This design comes from an exercise in tuning for small area, a short achievable clock period and few clock cycles on the open sky130 flow, not from production work.
In this exercise RTL edits were held to simulation tests only and were not proved equivalent to the original.
Power and IR drop assume default switching activity.

## flow/design.v (module list and top-level ports; edited modules follow where they fit)
// module macci: 901 lines
module macci(input  wire  clk,
             input  wire  clk_en,
             input  wire  reset,
             input  wire  [7:0]  n,
             input  wire  start,
             output reg   done,
             input  wire  [31:0] dataa,
             input  wire  [31:0] datab,
             output wire  [31:0] result);
  // ...
==> flow/flow/run.sh <==
#!/bin/bash
# The standard layout (standard.sh: the standard flow's synthesis and ORFS's steps, same
# constraints), with three changes to how it is made:
#  - after the standard synthesis, flow/polarity.py removes the inverters that
#    synthesis leaves around full adders (same function, same flip-flops) and
#    the netlist is read in again;
#  - the timing repair steps aim for MARGIN ns of setup slack beyond the
#    constraints instead of 0, so they size the logic for a shorter period;
#  - the port buffers are sky130_fd_sc_hd__buf_1 (every port still gets one).
# Logs: log_synth.log, log_polarity.log and log_layout.log here, and each
# ORFS step's own log under orfs/logs/.
set -euo pipefail
cd "$(dirname "$0")/.."
MARGIN=7.2
R=orfs/results/$FLOW_PLATFORM/macci/base
bash standard.sh synth > log_synth.log 2>&1
python3 flow/polarity.py $R/1_2_yosys.v $R/1_2_yosys.pol.v > log_polarity.log 2>&1
cp $R/1_2_yosys.v $R/1_2_yosys.std.v
mv $R/1_2_yosys.pol.v $R/1_2_yosys.v
rm -f $R/1_synth.odb $R/1_synth.sdc
bash standard.sh "SETUP_SLACK_MARGIN=$MARGIN" \
  "BUFFER_PORTS_ARGS=-buffer_cell sky130_fd_sc_hd__buf_1" finish > log_layout.log 2>&1
==> flow/flow/polarity.py <==
#!/usr/bin/env python3
"""Inverter clean-up for a mapped sky130 netlist (Yosys write_verilog output).

Full adders are self-dual: FA(~a,~b,~c) = (~sum, ~cout).  Synthesis leaves
many inverters on full-adder pins; this script removes every inverter that
does not drive a port, then picks for each full adder whether to build it on
inverted signals, and for each xor2/xnor2 its output polarity (swapping
xor2 <-> xnor2), so that as few signals as possible need an inverter, and
adds one inv_1 per signal that still needs its complement.
The function of the netlist is unchanged; flip-flops are not touched.

usage: polarity.py IN.v OUT.v
"""
import random
import re
import sys

OUTPINS = {"X", "Y", "Q", "Q_N", "SUM", "COUT", "HI", "LO"}
LIB = "sky130_fd_sc_hd__"

def main(inp, outp):
    src = open(inp).read()
    inst_re = re.compile(r"(?:\(\*[^)]*\*\)\s*)?(" + LIB + r"\w+)\s+(\\\S+\s|[\w$]+)\s*\((.*?)\);", re.S)
    insts = list(inst_re.finditer(src))
    header = src[: insts[0].start()]
    footer = src[insts[-1].end():]
    ports = set()
    m = re.search(r"module\s+\w+\s*\((.*?)\);", src, re.S)
    portnames = [p.strip() for p in m.group(1).split(",")]
    # every bit of an output port is a net whose driver must stay
    outs = set()
    for pm in re.finditer(r"output\s+(\[(\d+):(\d+)\]\s*)?(\w+)\s*;", header):
        if pm.group(1):
            hi, lo = int(pm.group(2)), int(pm.group(3))
            for i in range(min(hi, lo), max(hi, lo) + 1):
                outs.add(f"{pm.group(4)}[{i}]")
        else:
            outs.add(pm.group(4))
    cells = []
    for im in insts:
        typ, name, body = im.group(1), im.group(2).strip(), im.group(3)
        pins = [(p, n.strip()) for p, n in re.findall(r"\.(\w+)\(([^()]*)\)", body)]
        cells.append([typ, name, pins])
    kind = lambda t: t[len(LIB):].rsplit("_", 1)[0]
    driver = {}
    for ci, (typ, name, pins) in enumerate(cells):
        for p, n in pins:
            if p in OUTPINS:
                driver[n] = ci
    removable = set()
    for ci, (typ, name, pins) in enumerate(cells):
        if kind(typ) in ("inv", "clkinv"):
            y = dict(pins)["Y"]
            if y not in outs:
                removable.add(ci)

    def resolve(n):
        b = 0
        while n in driver and driver[n] in removable:
            n = dict(cells[driver[n]][2])["A"]
            b ^= 1
        return n, b

    FA = {ci for ci, c in enumerate(cells) if kind(c[0]) == "fa"}
    XO = {ci for ci, c in enumerate(cells) if kind(c[0]) in ("xor2", "xnor2")}
    # consumers: (cell, pin, root, b); xor inputs never need an inverter
    cons = []
    for ci, (typ, name, pins) in enumerate(cells):
        if ci in removable:
            continue
        for p, n in pins:
            if p in OUTPINS:
                continue
            r, b = resolve(n)
            cons.append((ci, p, r, b))
    var = {ci: 0 for ci in FA | XO}
    rootcons = {}
    for k, (ci, p, r, b) in enumerate(cons):
        rootcons.setdefault(r, []).append(k)
    incons = {}
    for k, (ci, p, r, b) in enumerate(cons):
        incons.setdefault(ci, []).append(k)
    drives = {}
    for n, ci in driver.items():
        drives.setdefault(ci, []).append(n)

    def phase(r):
        ci = driver.get(r)
        return var.get(ci, 0) if ci is not None else 0

    def needs(k):
        ci, p, r, b = cons[k]
        if ci in XO:
            return 0
        return b ^ (var[ci] if ci in FA else 0) ^ phase(r)

    cnt = {r: sum(needs(k) for k in ks) for r, ks in rootcons.items()}
    cost = sum(1 for v in cnt.values() if v)
    start = cost

    def affected(ci):
        ks = set()
        for n in drives.get(ci, []):
            ks.update(rootcons.get(n, []))
        if ci in FA:
            ks.update(incons.get(ci, []))
        return ks

    def flip(ci):
        nonlocal cost
        ks = affected(ci)
        roots = {cons[k][2] for k in ks}
        before = sum(1 for r in roots if cnt[r])
        for k in ks:
            cnt[cons[k][2]] -= needs(k)
        var[ci] ^= 1
        for k in ks:
            cnt[cons[k][2]] += needs(k)
        after = sum(1 for r in roots if cnt[r])
        cost += after - before
        return after - before

    rng = random.Random(1)
    order = sorted(var)
    improved = True
    while improved:
        improved = False
        rng.shuffle(order)
        for ci in order:
            d = flip(ci)
            if d < 0:
                improved = True
            elif d > 0 or rng.random() < 0.5:
                flip(ci)
    sys.stderr.write(f"inverters: {len(removable)} removed, {cost} added "
                     f"(greedy start {start}); flipped {sum(var[c] for c in FA)} of {len(FA)} full adders\n")

    # rebuild
    invnet = {}
    body = []
    def lit(r, want_inv):
        if not want_inv:
            return r
        if r not in invnet:
            invnet[r] = f"_pol{len(invnet)}_"
        return invnet[r]
    def fmt(n):
        return n + " " if n.startswith("\\") else n
    newdecl = []
    for ci, (typ, name, pins) in enumerate(cells):
        if ci in removable:
            continue
        conn = []
        if ci in XO:
            ins = [(p, n) for p, n in pins if p not in OUTPINS]
            outn = [n for p, n in pins if p in OUTPINS][0]
            x = 1 if kind(typ) == "xnor2" else 0
            for p, n in ins:
                r, b = resolve(n)
                x ^= b ^ phase(r)
                conn.append((p, r))
            x ^= var[ci]
            size = typ.rsplit("_", 1)[1]
            typ = f"{LIB}{'xnor2' if x else 'xor2'}_{size}"
            conn.append(("Y" if x else "X", outn))
        else:
            for p, n in pins:
                if p in OUTPINS:
                    conn.append((p, n))
                else:
                    r, b = resolve(n)
                    inv = b ^ (var[ci] if ci in FA else 0) ^ phase(r)
                    conn.append((p, lit(r, inv)))
        body.append(f"  {typ} {fmt(name)} (\n" + ",\n".join(f"    .{p}({fmt(n)})" for p, n in conn) + "\n  );\n")
    for r, y in invnet.items():
        body.append(f"  {LIB}inv_1 {y}inst (\n    .A({fmt(r)}),\n    .Y({y})\n  );\n")
    decl = "".join(f"  wire {y};\n" for y in invnet.values())
    open(outp, "w").write(header + decl + "".join(body) + footer)

if __name__ == "__main__":
    main(sys.argv[1], sys.argv[2])
==> flow/standard.sh <==
#!/bin/bash
# synth_recipe.tcl (not shown) runs the flow's synth.tcl, then flattens the netlist and writes it again
# the make line also repeats each setting of config.mk as NAME=value (left out here)
make -C /OpenROAD-flow-scripts/flow DESIGN_CONFIG=/design/flow/config.mk WORK_HOME=/design/flow/orfs CLKGATE_MAP_FILE= SYNTH_SCRIPT=/design/flow/synth_recipe.tcl "${@:-finish}"
==> flow/config.mk <==
export PLATFORM = sky130hd
export DESIGN_NAME = macci
export DESIGN_NICKNAME = macci
export VERILOG_FILES = /design/flow/design.v
export SDC_FILE = /design/flow/constraint.sdc
export NUM_CORES = 4
export LEC_CHECK = 0
export ABC_AREA = 1
export CAP_MARGIN = 20
export CORE_MARGIN = 2
export CORE_UTILIZATION = 65
export CTS_BUF_LIST = sky130_fd_sc_hd__clkbuf_4 sky130_fd_sc_hd__clkbuf_8
export SLEW_MARGIN = 20
==> flow/constraint.sdc <==
create_clock -name core_clock -period 11.0 [get_ports {clk}]
set_input_delay 2.2000 -clock core_clock [delete_from_list [all_inputs] [get_ports {clk}]]
set_output_delay 2.2000 -clock core_clock [all_outputs]
set_load 0.01 [all_outputs]
==> results.txt, run 1 <==
P_seq=0.00102 W; port buffer count=around 100; final setup fails=0; Post-Route WL=53700 um; status=complete, no violations; gp weighted congestion=0.948; GRT Max-Usage Layer=met2; Syn Area/Cell=9.26 um2; multi-input gates=1352; CP Capture Point=pc[27]; first-pass GRT wire length=82800 um; Max clock buf depth=2; pre-CTS setup slack=5.71 ns; most frequent cells in the layout=xor2_1 (228), o22ai_1 (217), inv_1 (206); GRT overflow=0; dominant kind of cell=multi-input combinational cells; Leak Pwr=between 9 and 10 nW; fraction of area in registers=0.209; Hold Startpoint=clr0; P_comb=0.00420 W; clk sinks=179; Comb power frac=0.741; register area=around 4200 um2; Gate Count Post-Synth=1875; I/O pin total=109; Setup CP Type=reg2reg; Layout area overhead=15.7%; CTS buffer count=17; Worst Tran Pin Value=0.933 ns; HPWL after DPL=34300 um
Testbench counts, summed over its fixed seeds: cycles 5,395.
==> inputs of run 2 (changes only) <==
--- a/flow/design.v
+++ b/flow/design.v
@@ -4,76 +4,76 @@
              input  wire  [7:0]  n,
              input  wire  start,
              output reg   done,
              input  wire  [31:0] dataa,
              input  wire  [31:0] datab,
              output wire  [31:0] result);
   wire        go = start & clk_en;
   reg  [31:0] ar;
-  reg  [31:0] br;                  
-  wire [15:0] neg, one, two;        
+  reg  [15:0] neg, one, two;      
   reg         clr0, clr1, rdp;
   reg  [31:0] ps, pc;
   reg  [31:0] acc;
   reg  [15:0] dq;                  
   wire [31:0] accg = clr1 ? 32'h0 : acc;
   wire [31:0] s2, c2;
   wire pp0_0, pp0_1, pp0_2, pp0_3, pp0_4, pp0_5, pp0_6, pp0_7, pp0_8, pp0_9, pp0_10, pp0_11, pp0_12, pp0_13, pp0_14, pp0_15, pp0_16, pp0_17, pp0_18, pp0_19, pp0_20, pp0_21, pp0_22, pp0_23, pp0_24, pp0_25, pp0_26, pp0_27, pp0_28, pp0_29, pp0_30, pp0_31, pp1_0, pp1_1, pp1_2, pp1_3, pp1_4, pp1_5, pp1_6, pp1_7, pp1_8, pp1_9, pp1_10, pp1_11, pp1_12, pp1_13, pp1_14, pp1_15, pp1_16, pp1_17, pp1_18, pp1_19, pp1_20, pp1_21, pp1_22, pp1_23, pp1_24, pp1_25, pp1_26, pp1_27, pp1_28, pp1_29, pp2_0, pp2_1, pp2_2, pp2_3, pp2_4, pp2_5, pp2_6, pp2_7, pp2_8, pp2_9, pp2_10, pp2_11, pp2_12, pp2_13, pp2_14, pp2_15, pp2_16, pp2_17, pp2_18, pp2_19, pp2_20, pp2_21, pp2_22, pp2_23, pp2_24, pp2_25, pp2_26, pp2_27, pp3_0, pp3_1, pp3_2, pp3_3, pp3_4, pp3_5, pp3_6, pp3_7, pp3_8, pp3_9, pp3_10, pp3_11, pp3_12, pp3_13, pp3_14, pp3_15, pp3_16, pp3_17, pp3_18, pp3_19, pp3_20, pp3_21, pp3_22, pp3_23, pp3_24, pp3_25, pp4_0, pp4_1, pp4_2, pp4_3, pp4_4, pp4_5, pp4_6, pp4_7, pp4_8, pp4_9, pp4_10, pp4_11, pp4_12, pp4_13, pp4_14, pp4_15, pp4_16, pp4_17, pp4_18, pp4_19, pp4_20, pp4_21, pp4_22, pp4_23, pp5_0, pp5_1, pp5_2, pp5_3, pp5_4, pp5_5, pp5_6, pp5_7, pp5_8, pp5_9, pp5_10, pp5_11, pp5_12, pp5_13, pp5_14, pp5_15, pp5_16, pp5_17, pp5_18, pp5_19, pp5_20, pp5_21, pp6_0, pp6_1, pp6_2, pp6_3, pp6_4, pp6_5, pp6_6, pp6_7, pp6_8, pp6_9, pp6_10, pp6_11, pp6_12, pp6_13, pp6_14, pp6_15, pp6_16, pp6_17, pp6_18, pp6_19, pp7_0, pp7_1, pp7_2, pp7_3, pp7_4, pp7_5, pp7_6, pp7_7, pp7_8, pp7_9, pp7_10, pp7_11, pp7_12, pp7_13, pp7_14, pp7_15, pp7_16, pp7_17, pp8_0, pp8_1, pp8_2, pp8_3, pp8_4, pp8_5, pp8_6, pp8_7, pp8_8, pp8_9, pp8_10, pp8_11, pp8_12, pp8_13, pp8_14, pp8_15, pp9_0, pp9_1, pp9_2, pp9_3, pp9_4, pp9_5, pp9_6, pp9_7, pp9_8, pp9_9, pp9_10, pp9_11, pp9_12, pp9_13, pp10_0, pp10_1, pp10_2, pp10_3, pp10_4, pp10_5, pp10_6, pp10_7, pp10_8, pp10_9, pp10_10, pp10_11, pp11_0, pp11_1, pp11_2, pp11_3, pp11_4, pp11_5, pp11_6, pp11_7, pp11_8, pp11_9, pp12_0, pp12_1, pp12_2, pp12_3, pp12_4, pp12_5, pp12_6, pp12_7, pp13_0, pp13_1, pp13_2, pp13_3, pp13_4, pp13_5, pp14_0, pp14_1, pp14_2, pp14_3, pp15_0, pp15_1, t0s, t0c, t1s, t1c, t2s, t2c, t3s, t3c, t4s, t4c, t5s, t5c, t6s, t6c, t7s, t7c, t8s, t8c, t9s, t9c, t10s, t10c, t11s, t11c, t12s, t12c, t13s, t13c, t14s, t14c, t15s, t15c, t16s, t16c, t17s, t17c, t18s, t18c, t19s, t19c, t20s, t20c, t21s, t21c, t22s, t22c, t23s, t23c, t24s, t24c, t25s, t25c, t26s, t26c, t27s, t27c, t28s, t28c, t29s, t29c, t30s, t30c, t31s, t31c, t32s, t32c, t33s, t33c, t34s, t34c, t35s, t35c, t36s, t36c, t37s, t37c, t38s, t38c, t39s, t39c, t40s, t40c, t41s, t41c, t42s, t42c, t43s, t43c, t44s, t44c, t45s, t45c, t46s, t46c, t47s, t47c, t48s, t49s, t50s, t51s, t52s, t52c, t53s, t53c, t54s, t54c, t55s, t55c, t56s, t56c, t57s, t57c, t58s, t58c, t59s, t59c, t60s, t60c, t61s, t61c, t62s, t62c, t63s, t63c, t64s, t64c, t65s, t65c, t66s, t66c, t67s, t67c, t68s, t68c, t69s, t69c, t70s, t70c, t71s, t71c, t72s, t72c, t73s, t73c, t74s, t74c, t75s, t75c, t76s, t76c, t77s, t77c, t78s, t78c, t79s, t79c, t80s, t80c, t81s, t81c, t82s, t82c, t83s, t83c, t84s, t84c, t85s, t85c, t86s, t86c, t87s, t87c, t88s, t88c, t89s, t89c, t90s, t90c, t91s, t91c, t92s, t92c, t93s, t93c, t94s, t94c, t95s, t95c, t96s, t96c, t97s, t97c, t98s, t98c, t99s, t99c, t100s, t100c, t101s, t101c, t102s, t102c, t103s, t103c, t104s, t104c, t105s, t105c, t106s, t106c, t107s, t107c, t108s, t108c, t109s, t110s, t111s, t112s, t112c, t113s, t113c, t114s, t114c, t115s, t115c, t116s, t116c, t117s, t117c, t118s, t118c, t119s, t119c, t120s, t120c, t121s, t121c, t122s, t122c, t123s, t123c, t124s, t124c, t125s, t125c, t126s, t126c, t127s, t127c, t128s, t128c, t129s, t129c, t130s, t130c, t131s, t131c, t132s, t132c, t133s, t133c, t134s, t134c, t135s, t135c, t136s, t136c, t137s, t137c, t138s, t138c, t139s, t139c, t140s, t140c, t141s, t141c, t142s, t142c, t143s, t143c, t144s, t144c, t145s, t145c, t146s, t146c, t147s, t147c, t148s, t148c, t149s, t149c, t150s, t150c, t151s, t151c, t152s, t152c, t153s, t153c, t154s, t154c, t155s, t155c, t156s, t156c, t157s, t157c, t158s, t158c, t159s, t159c, t160s, t161s, t162s, t162c, t163s, t163c, t164s, t164c, t165s, t165c, t166s, t166c, t167s, t167c, t168s, t168c, t169s, t169c, t170s, t170c, t171s, t171c, t172s, t172c, t173s, t173c, t174s, t174c, t175s, t175c, t176s, t176c, t177s, t177c, t178s, t178c, t179s, t179c, t180s, t180c, t181s, t181c, t182s, t182c, t183s, t183c, t184s, t184c, t185s, t185c, t186s, t186c, t187s, t187c, t188s, t188c, t189s, t190s, t190c, t191s, t191c, t192s, t192c, t193s, t193c, t194s, t194c, t195s, t195c, t196s, t196c, t197s, t197c, t198s, t198c, t199s, t199c, t200s, t200c, t201s, t201c, t202s, t202c, t203s, t203c, t204s, t204c, t205s, t205c, t206s, t206c, t207s, t207c, t208s, t208c, t209s, t209c, t210s, t210c, t211s, t211c, t212s, t212c, t213s, t213c, t214s, t214c, t215s, t215c, t216s, t216c, t217s, t217c, t218s, t218c, t219s, t220s, t220c, t221s, t222s, t222c, t223s, t223c, t224s, t224c, t225s, t225c, t226s, t226c, t227s, t227c, t228s, t228c, t229s, t229c, t230s, t231s, t232s, t232c, t233s, t233c, t234s, t234c, t235s, t235c, t236s, t236c, t237s, t237c, t238s, t238c, t239s, t240s, t240c, t241s, t241c, t242s, t242c, t243s, t243c, t244s, t244c, t245s, t245c, t246s, t246c, t247s, t247c, t248s, t248c, t249s, t249c, t250s, t250c, t251s, t251c, t252s, t252c, t253s, t253c, t254s, t254c, t255s, t255c, t256s, t256c, t257s, t257c, t258s, t258c, t259s, t259c, t260s, t260c, t261s, t261c, t262s, t262c, t263s, t263c, t264s, t264c, t265s, t265c, t266s, t266c, t267s, t267c, t268s, t268c, t269s, t269c, t270s, t270c, t271s;
   wire [31:0] s_nx, c_nx;
   always @(posedge clk)
-    br <= datab;
-  assign neg[0] = br[1];
-  assign one[0] = br[0] ^ 1'b0;
-  assign two[0] = (br[1] & ~br[0] & ~1'b0) | (~br[1] & br[0] & 1'b0);
-  assign neg[1] = br[3];
-  assign one[1] = br[2] ^ br[1];
-  assign two[1] = (br[3] & ~br[2] & ~br[1]) | (~br[3] & br[2] & br[1]);
-  assign neg[2] = br[5];
-  assign one[2] = br[4] ^ br[3];
-  assign two[2] = (br[5] & ~br[4] & ~br[3]) | (~br[5] & br[4] & br[3]);
-  assign neg[3] = br[7];
-  assign one[3] = br[6] ^ br[5];
-  assign two[3] = (br[7] & ~br[6] & ~br[5]) | (~br[7] & br[6] & br[5]);
-  assign neg[4] = br[9];
-  assign one[4] = br[8] ^ br[7];
-  assign two[4] = (br[9] & ~br[8] & ~br[7]) | (~br[9] & br[8] & br[7]);
-  assign neg[5] = br[11];
-  assign one[5] = br[10] ^ br[9];
-  assign two[5] = (br[11] & ~br[10] & ~br[9]) | (~br[11] & br[10] & br[9]);
-  assign neg[6] = br[13];
-  assign one[6] = br[12] ^ br[11];
-  assign two[6] = (br[13] & ~br[12] & ~br[11]) | (~br[13] & br[12] & br[11]);
-  assign neg[7] = br[15];
-  assign one[7] = br[14] ^ br[13];
-  assign two[7] = (br[15] & ~br[14] & ~br[13]) | (~br[15] & br[14] & br[13]);
-  assign neg[8] = br[17];
-  assign one[8] = br[16] ^ br[15];
-  assign two[8] = (br[17] & ~br[16] & ~br[15]) | (~br[17] & br[16] & br[15]);
-  assign neg[9] = br[19];
-  assign one[9] = br[18] ^ br[17];
-  assign two[9] = (br[19] & ~br[18] & ~br[17]) | (~br[19] & br[18] & br[17]);
-  assign neg[10] = br[21];
-  assign one[10] = br[20] ^ br[19];
-  assign two[10] = (br[21] & ~br[20] & ~br[19]) | (~br[21] & br[20] & br[19]);
-  assign neg[11] = br[23];
-  assign one[11] = br[22] ^ br[21];
-  assign two[11] = (br[23] & ~br[22] & ~br[21]) | (~br[23] & br[22] & br[21]);
-  assign neg[12] = br[25];
-  assign one[12] = br[24] ^ br[23];
-  assign two[12] = (br[25] & ~br[24] & ~br[23]) | (~br[25] & br[24] & br[23]);
-  assign neg[13] = br[27];
-  assign one[13] = br[26] ^ br[25];
-  assign two[13] = (br[27] & ~br[26] & ~br[25]) | (~br[27] & br[26] & br[25]);
-  assign neg[14] = br[29];
-  assign one[14] = br[28] ^ br[27];
-  assign two[14] = (br[29] & ~br[28] & ~br[27]) | (~br[29] & br[28] & br[27]);
-  assign neg[15] = br[31];
-  assign one[15] = br[30] ^ br[29];
-  assign two[15] = (br[31] & ~br[30] & ~br[29]) | (~br[31] & br[30] & br[29]);
+  begin
+    neg[0] <= datab[1];
+    one[0] <= datab[0] ^ 1'b0;
+    two[0] <= (datab[1] & ~datab[0] & ~1'b0) | (~datab[1] & datab[0] & 1'b0);
+    neg[1] <= datab[3];
+    one[1] <= datab[2] ^ datab[1];
+    two[1] <= (datab[3] & ~datab[2] & ~datab[1]) | (~datab[3] & datab[2] & datab[1]);
+    neg[2] <= datab[5];
+    one[2] <= datab[4] ^ datab[3];
+    two[2] <= (datab[5] & ~datab[4] & ~datab[3]) | (~datab[5] & datab[4] & datab[3]);
+    neg[3] <= datab[7];
+    one[3] <= datab[6] ^ datab[5];
+    two[3] <= (datab[7] & ~datab[6] & ~datab[5]) | (~datab[7] & datab[6] & datab[5]);
+    neg[4] <= datab[9];
+    one[4] <= datab[8] ^ datab[7];
+    two[4] <= (datab[9] & ~datab[8] & ~datab[7]) | (~datab[9] & datab[8] & datab[7]);
+    neg[5] <= datab[11];
+    one[5] <= datab[10] ^ datab[9];
+    two[5] <= (datab[11] & ~datab[10] & ~datab[9]) | (~datab[11] & datab[10] & datab[9]);
+    neg[6] <= datab[13];
+    one[6] <= datab[12] ^ datab[11];
+    two[6] <= (datab[13] & ~datab[12] & ~datab[11]) | (~datab[13] & datab[12] & datab[11]);
+    neg[7] <= datab[15];
+    one[7] <= datab[14] ^ datab[13];
+    two[7] <= (datab[15] & ~datab[14] & ~datab[13]) | (~datab[15] & datab[14] & datab[13]);
+    neg[8] <= datab[17];
+    one[8] <= datab[16] ^ datab[15];
+    two[8] <= (datab[17] & ~datab[16] & ~datab[15]) | (~datab[17] & datab[16] & datab[15]);
+    neg[9] <= datab[19];
+    one[9] <= datab[18] ^ datab[17];
+    two[9] <= (datab[19] & ~datab[18] & ~datab[17]) | (~datab[19] & datab[18] & datab[17]);
+    neg[10] <= datab[21];
+    one[10] <= datab[20] ^ datab[19];
+    two[10] <= (datab[21] & ~datab[20] & ~datab[19]) | (~datab[21] & datab[20] & datab[19]);
+    neg[11] <= datab[23];
+    one[11] <= datab[22] ^ datab[21];
+    two[11] <= (datab[23] & ~datab[22] & ~datab[21]) | (~datab[23] & datab[22] & datab[21]);
+    neg[12] <= datab[25];
+    one[12] <= datab[24] ^ datab[23];
+    two[12] <= (datab[25] & ~datab[24] & ~datab[23]) | (~datab[25] & datab[24] & datab[23]);
+    neg[13] <= datab[27];
+    one[13] <= datab[26] ^ datab[25];
+    two[13] <= (datab[27] & ~datab[26] & ~datab[25]) | (~datab[27] & datab[26] & datab[25]);
+    neg[14] <= datab[29];
+    one[14] <= datab[28] ^ datab[27];
+    two[14] <= (datab[29] & ~datab[28] & ~datab[27]) | (~datab[29] & datab[28] & datab[27]);
+    neg[15] <= datab[31];
+    one[15] <= datab[30] ^ datab[29];
+    two[15] <= (datab[31] & ~datab[30] & ~datab[29]) | (~datab[31] & datab[30] & datab[29]);
+  end
   assign pp0_0 = ((one[0] & ar[0]) | (two[0] & 1'b0)) ^ neg[0];
   assign pp0_1 = ((one[0] & ar[1]) | (two[0] & ar[0])) ^ neg[0];
   assign pp0_2 = ((one[0] & ar[2]) | (two[0] & ar[1])) ^ neg[0];
   assign pp0_3 = ((one[0] & ar[3]) | (two[0] & ar[2])) ^ neg[0];
   assign pp0_4 = ((one[0] & ar[4]) | (two[0] & ar[3])) ^ neg[0];
   assign pp0_5 = ((one[0] & ar[5]) | (two[0] & ar[4])) ^ neg[0];
   assign pp0_6 = ((one[0] & ar[6]) | (two[0] & ar[5])) ^ neg[0];
   assign pp0_7 = ((one[0] & ar[7]) | (two[0] & ar[6])) ^ neg[0];
--- a/flow/flow/polarity.py
+++ b/flow/flow/polarity.py
@@ -6,16 +6,17 @@
 does not drive a port, then picks for each full adder whether to build it on
 inverted signals, and for each xor2/xnor2 its output polarity (swapping
 xor2 <-> xnor2), so that as few signals as possible need an inverter, and
 adds one inv_1 per signal that still needs its complement.
 The function of the netlist is unchanged; flip-flops are not touched.
 
 usage: polarity.py IN.v OUT.v
 """
+import math
 import random
 import re
 import sys
 
 OUTPINS = {"X", "Y", "Q", "Q_N", "SUM", "COUT", "HI", "LO"}
 LIB = "sky130_fd_sc_hd__"
 
 def main(inp, outp):
@@ -117,16 +118,24 @@
         for k in ks:
             cnt[cons[k][2]] += needs(k)
         after = sum(1 for r in roots if cnt[r])
         cost += after - before
         return after - before
 
     rng = random.Random(1)
     order = sorted(var)
+    # simulated annealing over the flips, then a greedy pass
+    temp = 2.0
+    for it in range(300000):
+        ci = order[rng.randrange(len(order))]
+        d = flip(ci)
+        if d > 0 and rng.random() >= math.exp(-d / temp):
+            flip(ci)
+        temp = max(0.05, temp * 0.99997)
     improved = True
     while improved:
         improved = False
         rng.shuffle(order)
         for ci in order:
             d = flip(ci)
             if d < 0:
                 improved = True
==> flow/config.mk (replaced) <==
export PLATFORM = sky130hd
export DESIGN_NAME = macci
export DESIGN_NICKNAME = macci
export VERILOG_FILES = /design/flow/design.v
export SDC_FILE = /design/flow/constraint.sdc
export NUM_CORES = 4
export LEC_CHECK = 0
export ABC_AREA = 1
export CAP_MARGIN = 20
export CORE_MARGIN = 2
export CORE_UTILIZATION = 65
export SLEW_MARGIN = 20
==> run 2 against run 1 <==
  * First-iteration DRC count up 33%
  * Cell count rose by 0.51%
  * Sequential cell count increased by 16
  * Sequential power increased by 8%
  * Highest routed layer unchanged
==> results.txt, run 2 <==
status=complete, no violations (unchanged); Max clock buf depth=2 (unchanged); hold_buf cts=0 (unchanged); cell row count=60 (was 59); Clock Skew=0.0179 ns (was 0.0210 ns); Gate Count Post-Synth=1840 (was 1875); gp weighted congestion=0.924 (was 0.948); layout cells sized above 1=0.162 (was 0.169); largest net degree at the start of global routing=82 (was 65); Setup CP Type=reg2reg (unchanged); clk sinks=195 (was 179); H-tree depth=4 (unchanged); vias per inst=6.43 (was 6.30); Post-Route WL=57900 um (was 53700 um); crit path DAT=4.31 ns (was 4.66 ns); CTS tree=done (unchanged); width of the chip=168 um (was 167 um); Initial DRT Pass Iterations=15 (was 19); Comb power frac=0.708 (was 0.741); RSZ-0062 raised after global routing=yes (unchanged); die area=28200 um2 (was 28000 um2); CP Capture Type=register (unchanged); Regs by FF count=acc x32, ar x32, ps x32; Mapped Nets=2204 (was 2239); relative max-transition margin=0.460 (was 0.377); critical path startpoint category=register (unchanged); min-delay worst type=reg2reg (unchanged); core box area=26700 um2 (was 26100 um2); worst-path fanout max=9 (was 6); P per Cell Area=300 nW/um2 (was 282 nW/um2); Yosys warnings=1 (unchanged); I/O pin total=109 (unchanged); final setup fails=0 (unchanged); sw frac=0.512 (was 0.514); internal power=0.00300 W (was 0.00275 W); antenna-violating nets left=0 (unchanged); Clock Pin Slew Worst Setup and Hold Paths=0.09 ns (was 0.11 ns); final instance area=20500 um2 (was 20100 um2); Nets=2386 (was 2379); clock power share=0.113 (was 0.079); most frequent cells in the layout=nand2_1 (233), o22ai_1 (225), fa_1 (214) (was xor2_1 (228), o22ai_1 (217), inv_1 (206)); P_sw=0.00315 W (was 0.00292 W); Achievable Freq=254 MHz (was 236 MHz); sequential share of power=0.179 (was 0.180); Fin Setup TNS=0 ns (unchanged); GRT Resource Usage Total=0.400 (was 0.387); GRT overflow=0 (unchanged); Layout area overhead=17.4% (was 15.7%); Die Y=168 um (was 167 um); fin crit period=3.94 ns (was 4.24 ns); VDD IR max=0.000211 V (was 0.000220 V); initial core utilization=0.656 (was 0.664); WP data required=11.36 ns (was 11.41 ns); commonest non-fill, non-tap cell in the layout=nand2_1 (was xor2_1); Iter 0 DRT Violations=2245 (was 1685); final hold violations=0 (unchanged); Max Cap Viol=0 (unchanged); detailed-route wire length per cell=24.4 um (was 22.7 um); clock root buffer=clkbuf_16 (was clkbuf_8); synthesized cell area=17500 um2 (was 17400 um2); vias=15300 (was 14900); # DRC=0 (unchanged); first-pass GRT wire length=84600 um (was 82800 um); Leak Pwr=9.19 nW (was 9.13 nW); Worst Tran Pin Value=0.808 ns (was 0.933 ns); initial antenna violation count=1 (was 0); CTS buffer count=17 (unchanged); HPWL after DPL=35400 um (was 34300 um); port buffer count=102 (unchanged); worst skew pair latency=0.46 ns (was 0.51 ns); vias in the first global route=15400 (was 15300); Syn Area/Cell=9.50 um2 (was 9.26 um2); antenna cells=0 (was 1); crit share post-route=0.359 (was 0.386); Slew Viols, Final=0 (unchanged); placement-stage cell area=18100 um2 (was 17900 um2)
[run 2: layer usage]
| metal | up-vias | global-route usage | wire length, um |
|---|---|---|---|
| li1 | 6365 | - | - |
| met1 | 7268 | 0.485 | 20100 |
| met2 | 1190 | 0.639 | 26200 |
| met3 | 456 | 0.119 | 7010 |
| met4 | 0 | 0.235 | 4570 |
| met5 | - | 0 | 0 |
[run 2: critical path, cell delays in order, from the launching register on]
cell	delay (ns)
dfxtp_1	0.38
clkinvlp_4	0.16
buf_4	0.23
o22ai_1	0.19
xnor2_1	0.16
fa_1	0.50
fa_1	0.53
fa_1	0.51
fa_1	0.55
fa_1	0.63
[run 2: worst paths after layout]
path                       slack [ns]  cells after the start    start  endpoint
max                              7.06                      9   ar[15]    pc[22]
min                              0.39                      0  neg[15]     dq[9]
max reg2reg                      7.06                      9   ar[15]    pc[22]
min reg2reg                      0.39                      0  neg[15]     dq[9]
max in group asynchronous        7.97                      3    reset     dq[7]
min in group asynchronous        1.86                      2    reset    acc[1]
[run 2: stage by stage]
| step | hold WS [ns] | power [W] | util | std cells | setup WS, ns |
|---|---|---|---|---|---|
| 2_1_floorplan | 0.331 | 0.00405 | - | 1840 | 7.33 |
| 3_3_place_gp | 0.371 | 0.00518 | 0.678 | 2207 | 6.71 |
| 3_5_place_dp | 0.385 | 0.00527 | 0.678 | 2207 | 6.68 |
| 4_1_cts | 0.394 | 0.00601 | 0.740 | 2324 | 7.17 |
| 5_1_grt | 0.401 | 0.00666 | 0.770 | 2376 | 7.02 |
| 6_report | 0.390 | 0.00615 | 0.770 | 2376 | 7.06 |
[run 2: repair_timing]
action / CTS / global route
resized for setup: 84 / 72
endpoints found under the setup margin: 25 / 33
gates cloned: 14 / 0
setup buffers: 71 / 52
pin swaps: 2 / 32
[run 2: layout make-up]
cell class	instances	area [um2]
timing repair inverter	11	77.6
timing repair buffer	254	1860
clock buffer	17	425
multi-input combinational	1333	12100
clock inverter	15	223
inverter	210	918
sequential	195	4540
fill	1764	6120
tap	341	427
[run 2: power by group through the flow]
stage / registers, W / clock network [W] / logic [W]
after detailed placement: 0.00111 / 0 / 0.00415
final: 0.00110 / 0.000694 / 0.00436
after floorplan: 0.00111 / 0 / 0.00295
after global routing: 0.00112 / 0.000722 / 0.00481
after global placement: 0.00111 / 0 / 0.00408
after CTS: 0.00110 / 0.000697 / 0.00421
Testbench counts of run 2, summed over its fixed seeds: cycles 5,395.

## separate check: timing with driven ports
No port has a modelled driver above. Below, the same layouts with a new extraction and two added sets of constraints. Step 1, drivers: a clkbuf_16 drives clk and a buf_2 each remaining input, both assumed. Step 2 moves the port delays by t, midway between the first and last clock arrival at a register: inputs arrive t later, outputs are due t later. That takes back most of the time a late clock gives input paths. Three values: no drivers, after step 1, after step 2; two values: the first two.
run	shift t [ns]	setup WS [ns]	hold WS [ns]
run 1	0.550	6.757 / 6.757 / 6.757	0.365 / 0.365 / 0.365
run 2	0.508	7.056 / 7.056 / 7.056	0.390 / 0.390 / 0.390
After both steps setup and hold are still met in every run listed.
